Context: an optimization exercise on an open-source flow, tuned for small area and a short achievable clock period. The choices shown serve that exercise and are no tape-out recipe. Where RTL was checked, it was by simulation tests only, not by an equivalence proof against the original.

==> trial 10 <==
Design I_PD, start of the top module:
module I_PD #(parameter size=19)
	(
		input wire clk, rst, EN,
		input wire signed [size-1:0] yk, rk,
		output reg signed [size-1:0] pidk
    );
reg [18:0] yp, ik1;
wire [18:0] n_ik1, n_pidk;
IPD_core core (.yk(yk), .rk(rk), .yp(yp), .ik1(ik1),
	.n_ik1(n_ik1), .n_pidk(n_pidk));
always @(posedge clk or posedge rst)
begin
	if (rst) begin
		yp <= 19'd0;
		ik1 <= 19'd0;
		pidk <= 19'd0;
	end
	else if (EN) begin
		yp <= yk;
		ik1 <= n_ik1;
		pidk <= n_pidk;
	end
end
endmodule
==> module IPD_core, before the edit <==
module IPD_core
	(
		input wire [18:0] yk, rk,
		input wire [18:0] yp,       
		input wire [18:0] ik1,
		output wire [18:0] n_ik1, n_pidk
    );
localparam [18:0] MAX = 19'h3FFFF;
localparam [18:0] MIN = 19'h40000;
function [18:0] clamp20(input [19:0] s);
	clamp20 = (s[19] != s[18]) ? (s[19] ? MIN : MAX) : s[18:0];
endfunction
function [39:0] csa(input [19:0] a, input [19:0] b, input [19:0] c);
	csa = {((a & b) | (a & c) | (b & c)) << 1, a ^ b ^ c};
endfunction
wire ypmin = (yp == MIN);
wire ymin = (yk == MIN);
wire [19:0] t0 = {yk[18], yk} - {yp[18], yp};
wire [19:0] t = {t0[19] ^ ypmin, t0[18:0]};
wire signed [19:0] ts = t;
wire d_min = ts >= 20'sd3496;       
wire d_max = ts <= -20'sd3496;      
wire dsat = d_min | d_max;
wire d_wrap = (ts >= 20'sd1748) | (ts <= -20'sd1748);
wire [39:0] l1 = csa(~(t << 7), ~(t << 4), ~(t << 3));
wire [39:0] l2 = csa(l1[19:0], l1[39:20], t << 1);
wire [19:0] ds = dsat ? 20'd0 : l2[19:0];
wire [19:0] dc = dsat ? 20'd0 : l2[39:20];
wire signed [18:0] ys = yk;
wire p_min = ys >= 19'sd29128;      
wire p_max = ys <= -19'sd29128;     
wire psat = p_min | p_max;
wire p_wrap = (ys >= 19'sd14564) | (ys <= -19'sd14564);
wire [19:0] yc = psat ? 20'h20000 : {yk[18], yk};
wire [19:0] kd = d_min ? 20'hC0000 : d_max ? 20'h3FFFF : 20'd3;
wire [19:0] pr = kd - (yc << 4) - (yc << 1) - {19'd0, p_max};
wire [39:0] l3 = csa(ds, dc, pr);
wire [19:0] v = l3[19:0] + l3[39:20];
wire par_a = (dsat ? 1'b0 : d_wrap) ^ (psat ? p_max : p_wrap);
wire [18:0] a = clamp20({v[19] ^ par_a, v[18:0]});
wire [19:0] e0 = {rk[18], rk} - {yk[18], yk};
wire [19:0] e = {e0[19] ^ ymin, e0[18:0]};
wire signed [19:0] es = e;
wire m_max = es >= 20'sd74899;
wire m_min = es <= -20'sd74899;
wire msat = m_max | m_min;
wire m_wrap = (es >= 20'sd37450) | (es <= -20'sd37450);
wire [19:0] ec = msat ? 20'h40000 : e;
wire [19:0] q = (ec << 3) - ec + {ik1[18], ik1} - {19'd0, m_max};
wire par_q = msat ? m_max : m_wrap;
wire [18:0] ik = clamp20({q[19] ^ par_q, q[18:0]});
assign n_ik1 = ik;
assign n_pidk = clamp20({a[18], a} + {ik[18], ik});
endmodule
==> module I_PD, before the edit <==
module I_PD #(parameter size=19)
	(
		input wire clk, rst, EN,
		input wire signed [size-1:0] yk, rk,
		output reg signed [size-1:0] pidk
    );
reg [18:0] yp, ik1;
wire [18:0] n_ik1, n_pidk;
IPD_core core (.yk(yk), .rk(rk), .yp(yp), .ik1(ik1),
	.n_ik1(n_ik1), .n_pidk(n_pidk));
always @(posedge clk or posedge rst)
begin
	if (rst) begin
		yp <= 19'd0;
		ik1 <= 19'd0;
		pidk <= 19'd0;
	end
	else if (EN) begin
		yp <= yk;
		ik1 <= n_ik1;
		pidk <= n_pidk;
	end
end
endmodule
Settings: LEC_CHECK=0, CAP_MARGIN=80, CORE_MARGIN=2, CORE_UTILIZATION=40, PLACE_DENSITY=0.6, SLEW_MARGIN=80; clock period 20.0 ns.
run.sh (not shown) runs the stock make flow with config.mk's settings and CLKGATE_MAP_FILE= SYNTH_SCRIPT=/design/flow/synth_recipe.tcl, a recipe that flattens the netlist after the stock synthesis.
==> build 79 (differences from trial 10) <==
==> flow/design.v (replaced) <==
`timescale 1ns / 1ps
module IPD_core
	(
		input wire [18:0] yk, rk,
		input wire [18:0] yp,       
		input wire [18:0] ik1,
		output wire [19:0] n_ik,      
		output wire [19:0] n_a
    );
localparam [18:0] MAX = 19'h3FFFF;
localparam [18:0] MIN = 19'h40000;
function [39:0] csa(input [19:0] a, input [19:0] b, input [19:0] c);
	csa = {((a & b) | (a & c) | (b & c)) << 1, a ^ b ^ c};
endfunction
wire ypmin = (yp == MIN);
wire ymin = (yk == MIN);
wire [19:0] t0 = {yk[18], yk} - {yp[18], yp};
wire [19:0] t = {t0[19] ^ ypmin, t0[18:0]};
wire signed [19:0] ts = t;
wire d_min = ts >= 20'sd3496;       
wire d_max = ts <= -20'sd3496;      
wire dsat = d_min | d_max;
wire d_wrap = (ts >= 20'sd1748) | (ts <= -20'sd1748);
wire [39:0] l1 = csa(~(t << 7), ~(t << 4), ~(t << 3));
wire [39:0] l2 = csa(l1[19:0], {l1[39:21], 1'b1}, {t[18:0], 1'b1});
wire signed [18:0] ys = yk;
wire p_min = ys >= 19'sd29128;      
wire p_max = ys <= -19'sd29128;     
wire psat = p_min | p_max;
wire p_wrap = (ys >= 19'sd14564) | (ys <= -19'sd14564);
wire par_p = psat ? p_max : p_wrap;
wire [19:0] yw = {yk[18], yk};
wire [19:0] p18 = (yw << 4) + (yw << 1);
wire [19:0] n18 = 20'd0 - p18;
wire [19:0] pk0 = p_min ? 20'hC0000 : p_max ? 20'hBFFFF : n18;
wire [19:0] pm1 = p_min ? 20'hBFFFF : p_max ? 20'hBFFFE : ~p18;
wire [39:0] l3 = csa(l2[19:0], {l2[39:21], 1'b1}, pm1);
wire [19:0] v = l3[19:0] + {l3[39:21], 1'b1};
wire [19:0] a_w = {v[19] ^ d_wrap ^ par_p, v[18:0]};
wire [19:0] pd = d_max ? pm1 : pk0;
wire [1:0] pd_hi = pd[19:18] + 2'b11;
wire [19:0] a_s = {pd_hi[1] ^ d_max ^ par_p, pd_hi[0], pd[17:0]};
wire [19:0] a = dsat ? a_s : a_w;            
wire [19:0] e0 = {rk[18], rk} - {yk[18], yk};
wire [19:0] e = {e0[19] ^ ymin, e0[18:0]};
wire signed [19:0] es = e;
wire m_max = es >= 20'sd74899;
wire m_min = es <= -20'sd74899;
wire msat = m_max | m_min;
wire m_wrap = (es >= 20'sd37450) | (es <= -20'sd37450);
wire [39:0] lq = csa(e << 3, ~e, {ik1[18], ik1});
wire [19:0] q = lq[19:0] + {lq[39:21], 1'b1};
wire [19:0] ik_w = {q[19] ^ m_wrap, q[18:0]};
wire [18:0] ik1_dec = {1'b0, ik1[17:0]} + 19'h7FFFF;
wire [18:0] ik_max = ik1[18] ? ik1_dec : MAX;
wire [18:0] ik_min = ik1[18] ? MIN : {1'b1, ik1[17:0]};
wire [19:0] ik = m_max ? {ik_max[18], ik_max} : m_min ? {ik_min[18], ik_min} : ik_w;
assign n_ik = ik;
assign n_a = a;
endmodule
module IPD_out
	(
		input wire [19:0] a1,      
		input wire [18:0] ik1,
		output wire [18:0] pidk
    );
localparam [18:0] MAX = 19'h3FFFF;
localparam [18:0] MIN = 19'h40000;
wire [18:0] a = (a1[19] != a1[18]) ? (a1[19] ? MIN : MAX) : a1[18:0];
wire [19:0] sum = {a[18], a} + {ik1[18], ik1};
assign pidk = (sum[19] != sum[18]) ? {sum[19], {18{~sum[19]}}} : sum[18:0];
endmodule
module I_PD #(parameter size=19)
	(
		input wire clk, rst, EN,
		input wire signed [size-1:0] yk, rk,
		output wire signed [size-1:0] pidk
    );
reg [18:0] yp;
reg [19:0] a1, ir;
wire [19:0] n_ik;
wire [18:0] ik1 = (ir[19] != ir[18]) ? {ir[19], {18{~ir[19]}}} : ir[18:0];
wire [19:0] n_a;
IPD_core core (.yk(yk), .rk(rk), .yp(yp), .ik1(ik1),
	.n_ik(n_ik), .n_a(n_a));
IPD_out out (.a1(a1), .ik1(ik1), .pidk(pidk));
always @(posedge clk or posedge rst)
begin
	if (rst) begin
		yp <= 19'd0;
		ir <= 20'd0;
		a1 <= 20'd0;
	end
	else if (EN) begin
		yp <= yk;
		ir <= n_ik;
		a1 <= n_a;
	end
end
endmodule
==> flow/flow/run.sh (new file) <==
#!/bin/bash
# Standard ORFS layout, except that the port buffers are buf_2 cells
# instead of the delay cells buffer_ports picks by default.
set -euo pipefail
export BUFFER_PORTS_ARGS="-buffer_cell sky130_fd_sc_hd__buf_2"
bash standard.sh finish > standard_flow.log 2>&1
==> flow/standard.sh (new file) <==
#!/bin/bash
# synth_recipe.tcl (not shown) runs the flow's synth.tcl, then flattens the netlist and writes it again
# the make line also repeats each setting of config.mk as NAME=value (left out here)
make -C /OpenROAD-flow-scripts/flow DESIGN_CONFIG=/design/flow/config.mk WORK_HOME=/design/flow/orfs CLKGATE_MAP_FILE= SYNTH_SCRIPT=/design/flow/synth_recipe.tcl "${@:-finish}"
- CAP_MARGIN: 80 -> 20
- SLEW_MARGIN: 80 -> 20
removed: flow/run.sh
==> trial 74 (differences from trial 10) <==
==> flow/design.v (replaced) <==
`timescale 1ns / 1ps
module IPD_core
	(
		input wire [18:0] yk, rk, yk1, ik1,
		output wire [18:0] n_yk1, n_ik1, n_pidk
    );
localparam [18:0] MAX = 19'h3FFFF;
localparam [18:0] MIN = 19'h40000;
function [18:0] sat_add(input [18:0] a, input [18:0] b);
	reg [19:0] s;
	begin
		s = {a[18], a} + {b[18], b};
		sat_add = (s[19] != s[18]) ? (s[19] ? MIN : MAX) : s[18:0];
	end
endfunction
wire [18:0] neg_yk = -yk;
wire signed [19:0] t = $signed({yk[18], yk}) + $signed({yk1[18], yk1});
wire [18:0] t19 = t[18:0];
wire [18:0] d_w = (t19 << 1) - (t19 << 3) - (t19 << 4) - (t19 << 7);
wire [18:0] dk = (t >= 20'sd3496) ? MIN : (t <= -20'sd3496) ? MAX : d_w;
wire signed [18:0] ys = yk;
wire [18:0] p_w = -((yk << 4) + (yk << 1));
wire [18:0] pk = (ys >= 19'sd29128) ? MIN : (ys <= -19'sd29128) ? MAX : p_w;
wire signed [19:0] e = $signed({rk[18], rk}) + $signed({neg_yk[18], neg_yk});
wire [18:0] e19 = e[18:0];
wire [18:0] m_w = (e19 << 3) - e19;
wire [18:0] m7 = (e >= 20'sd74899) ? MAX : (e <= -20'sd74899) ? MIN : m_w;
wire [18:0] ik = sat_add(m7, ik1);
assign n_yk1 = neg_yk;
assign n_ik1 = ik;
assign n_pidk = sat_add(sat_add(dk, pk), ik);
endmodule
module I_PD #(parameter size=19)
	(
		input wire clk, rst, EN,
		input wire signed [size-1:0] yk, rk,
		output reg signed [size-1:0] pidk
    );
reg [18:0] yk1, ik1;
wire [18:0] n_yk1, n_ik1, n_pidk;
IPD_core core (.yk(yk), .rk(rk), .yk1(yk1), .ik1(ik1),
	.n_yk1(n_yk1), .n_ik1(n_ik1), .n_pidk(n_pidk));
always @(posedge clk or posedge rst)
begin
	if (rst) begin
		yk1 <= 19'd0;
		ik1 <= 19'd0;
		pidk <= 19'd0;
	end
	else if (EN) begin
		yk1 <= n_yk1;
		ik1 <= n_ik1;
		pidk <= n_pidk;
	end
end
endmodule
- CAP_MARGIN: 80 -> 20
- SLEW_MARGIN: 80 -> 20
==> build 54 (differences from trial 10) <==
==> flow/design.v (replaced) <==
`timescale 1ns / 1ps
module IPD_core
	(
		input wire [18:0] yk, rk,
		input wire [18:0] yp,       
		input wire [18:0] ik1,
		output wire [18:0] n_ik1,
		output wire [19:0] n_a
    );
localparam [18:0] MAX = 19'h3FFFF;
localparam [18:0] MIN = 19'h40000;
function [18:0] clamp20(input [19:0] s);
	clamp20 = (s[19] != s[18]) ? (s[19] ? MIN : MAX) : s[18:0];
endfunction
function [39:0] csa(input [19:0] a, input [19:0] b, input [19:0] c);
	csa = {((a & b) | (a & c) | (b & c)) << 1, a ^ b ^ c};
endfunction
wire ypmin = (yp == MIN);
wire ymin = (yk == MIN);
wire [19:0] t0 = {yk[18], yk} - {yp[18], yp};
wire [19:0] t = {t0[19] ^ ypmin, t0[18:0]};
wire signed [19:0] ts = t;
wire d_min = ts >= 20'sd3496;       
wire d_max = ts <= -20'sd3496;      
wire dsat = d_min | d_max;
wire d_wrap = (ts >= 20'sd1748) | (ts <= -20'sd1748);
wire [39:0] l1 = csa(~(t << 7), ~(t << 4), ~(t << 3));
wire [39:0] l2 = csa(l1[19:0], {l1[39:21], 1'b1}, {t[18:0], 1'b1});
wire [19:0] ds = d_min ? 20'hC0000 : d_max ? 20'h3FFFF : l2[19:0];
wire [19:0] dc = dsat ? 20'd0 : {l2[39:21], 1'b1};
wire signed [18:0] ys = yk;
wire p_min = ys >= 19'sd29128;      
wire p_max = ys <= -19'sd29128;     
wire psat = p_min | p_max;
wire p_wrap = (ys >= 19'sd14564) | (ys <= -19'sd14564);
wire [19:0] yc = psat ? 20'h20000 : {yk[18], yk};
wire [19:0] pm1 = ~(yc << 4) + ~(yc << 1) + {19'd0, ~p_max};
wire [39:0] l3 = csa(ds, dc, pm1);
wire [19:0] v = l3[19:0] + {l3[39:21], 1'b1};
wire par_a = (dsat ? 1'b0 : d_wrap) ^ (psat ? p_max : p_wrap);
wire [19:0] a = {v[19] ^ par_a, v[18:0]};    
wire [19:0] e0 = {rk[18], rk} - {yk[18], yk};
wire [19:0] e = {e0[19] ^ ymin, e0[18:0]};
wire signed [19:0] es = e;
wire m_max = es >= 20'sd74899;
wire m_min = es <= -20'sd74899;
wire msat = m_max | m_min;
wire m_wrap = (es >= 20'sd37450) | (es <= -20'sd37450);
wire [39:0] lq = csa(e << 3, ~e, {ik1[18], ik1});
wire [19:0] q = lq[19:0] + {lq[39:21], 1'b1};
wire [18:0] ik_w = clamp20({q[19] ^ m_wrap, q[18:0]});
wire [18:0] ik1_dec = {1'b0, ik1[17:0]} + 19'h7FFFF;
wire [18:0] ik_max = ik1[18] ? ik1_dec : MAX;
wire [18:0] ik_min = ik1[18] ? MIN : {1'b1, ik1[17:0]};
wire [18:0] ik = m_max ? ik_max : m_min ? ik_min : ik_w;
assign n_ik1 = ik;
assign n_a = a;
endmodule
module IPD_out
	(
		input wire [19:0] a1,      
		input wire [18:0] ik1,
		output wire [18:0] pidk
    );
localparam [18:0] MAX = 19'h3FFFF;
localparam [18:0] MIN = 19'h40000;
wire [18:0] a = (a1[19] != a1[18]) ? (a1[19] ? MIN : MAX) : a1[18:0];
wire [19:0] sum = {a[18], a} + {ik1[18], ik1};
assign pidk = (sum[19] != sum[18]) ? {sum[19], {18{~sum[19]}}} : sum[18:0];
endmodule
module I_PD #(parameter size=19)
	(
		input wire clk, rst, EN,
		input wire signed [size-1:0] yk, rk,
		output wire signed [size-1:0] pidk
    );
reg [18:0] yp, ik1;
reg [19:0] a1;
wire [18:0] n_ik1;
wire [19:0] n_a;
IPD_core core (.yk(yk), .rk(rk), .yp(yp), .ik1(ik1),
	.n_ik1(n_ik1), .n_a(n_a));
IPD_out out (.a1(a1), .ik1(ik1), .pidk(pidk));
always @(posedge clk or posedge rst)
begin
	if (rst) begin
		yp <= 19'd0;
		ik1 <= 19'd0;
		a1 <= 20'd0;
	end
	else if (EN) begin
		yp <= yk;
		ik1 <= n_ik1;
		a1 <= n_a;
	end
end
endmodule
==> flow/flow/run.sh (new file) <==
#!/bin/bash
# Standard ORFS layout, except that the port buffers are buf_2 cells
# instead of the delay cells buffer_ports picks by default.
set -euo pipefail
export BUFFER_PORTS_ARGS="-buffer_cell sky130_fd_sc_hd__buf_2"
bash standard.sh finish > standard_flow.log 2>&1
==> flow/standard.sh (new file) <==
#!/bin/bash
# synth_recipe.tcl (not shown) runs the flow's synth.tcl, then flattens the netlist and writes it again
# the make line also repeats each setting of config.mk as NAME=value (left out here)
make -C /OpenROAD-flow-scripts/flow DESIGN_CONFIG=/design/flow/config.mk WORK_HOME=/design/flow/orfs CLKGATE_MAP_FILE= SYNTH_SCRIPT=/design/flow/synth_recipe.tcl "${@:-finish}"
- CAP_MARGIN: 80 -> 20
- SLEW_MARGIN: 80 -> 20
removed: flow/run.sh
==> notes <==
- Against trial 74, the design area of trial 10 is larger by 18%.
- Register-to-register slack, lowest first: trial 10, trial 74, build 54, build 79.
- The highest global-route usage belongs to build 79, the lowest to trial 10.
- First-iteration DRC count: build 79 > build 54 > trial 10 > trial 74.
- In count of clock-buffer cells in the layout, trial 10 and build 54 do not differ.
- Die area: trial 74 < build 54 < trial 10 < build 79.
- Against build 79, the routed wire length of build 54 is smaller by about 9%.
- Of build 54 and trial 10, build 54 has the higher via count (gap about 0.8%, measured against trial 10).
- Against trial 10, the maximum frequency of trial 74 is higher by about 14%.
No functional check of the RTL was part of trial 10, build 79 and trial 74.

[what the ideal ports hide]
How much do the figures lean on ideal ports? The routed layouts below were timed once more, with nothing changed but the port constraints.
Step 1 sets driving cells, clkbuf_16 on the clock port and buf_2 on the other inputs (assumed; they add their load-dependent delay and slew).
Step 2, shift: input delay + t, output delay - t, t = (earliest + latest rising clock arrival at the registers) / 2. This alone moves slack from input paths to output paths.
Slacks: no drivers / after step 1 / after step 2; pairs: no drivers / after step 1.
run	t (ns)	slack for setup (ns)	pins driven straight from the clock port
trial 10	0.379	2.157 / 2.175 / 1.796	1
build 79	0.385	9.558 / 9.512 / 9.896	1
trial 74	0.388	4.396 / 4.419 / 4.031	1
build 54	0.390	9.094 / 9.118 / 8.728	1
After both steps every run listed still meets setup and hold. The setup slack of build 54, which loses most, moves by +0.024 ns with the drivers and by -0.366 ns with both steps.
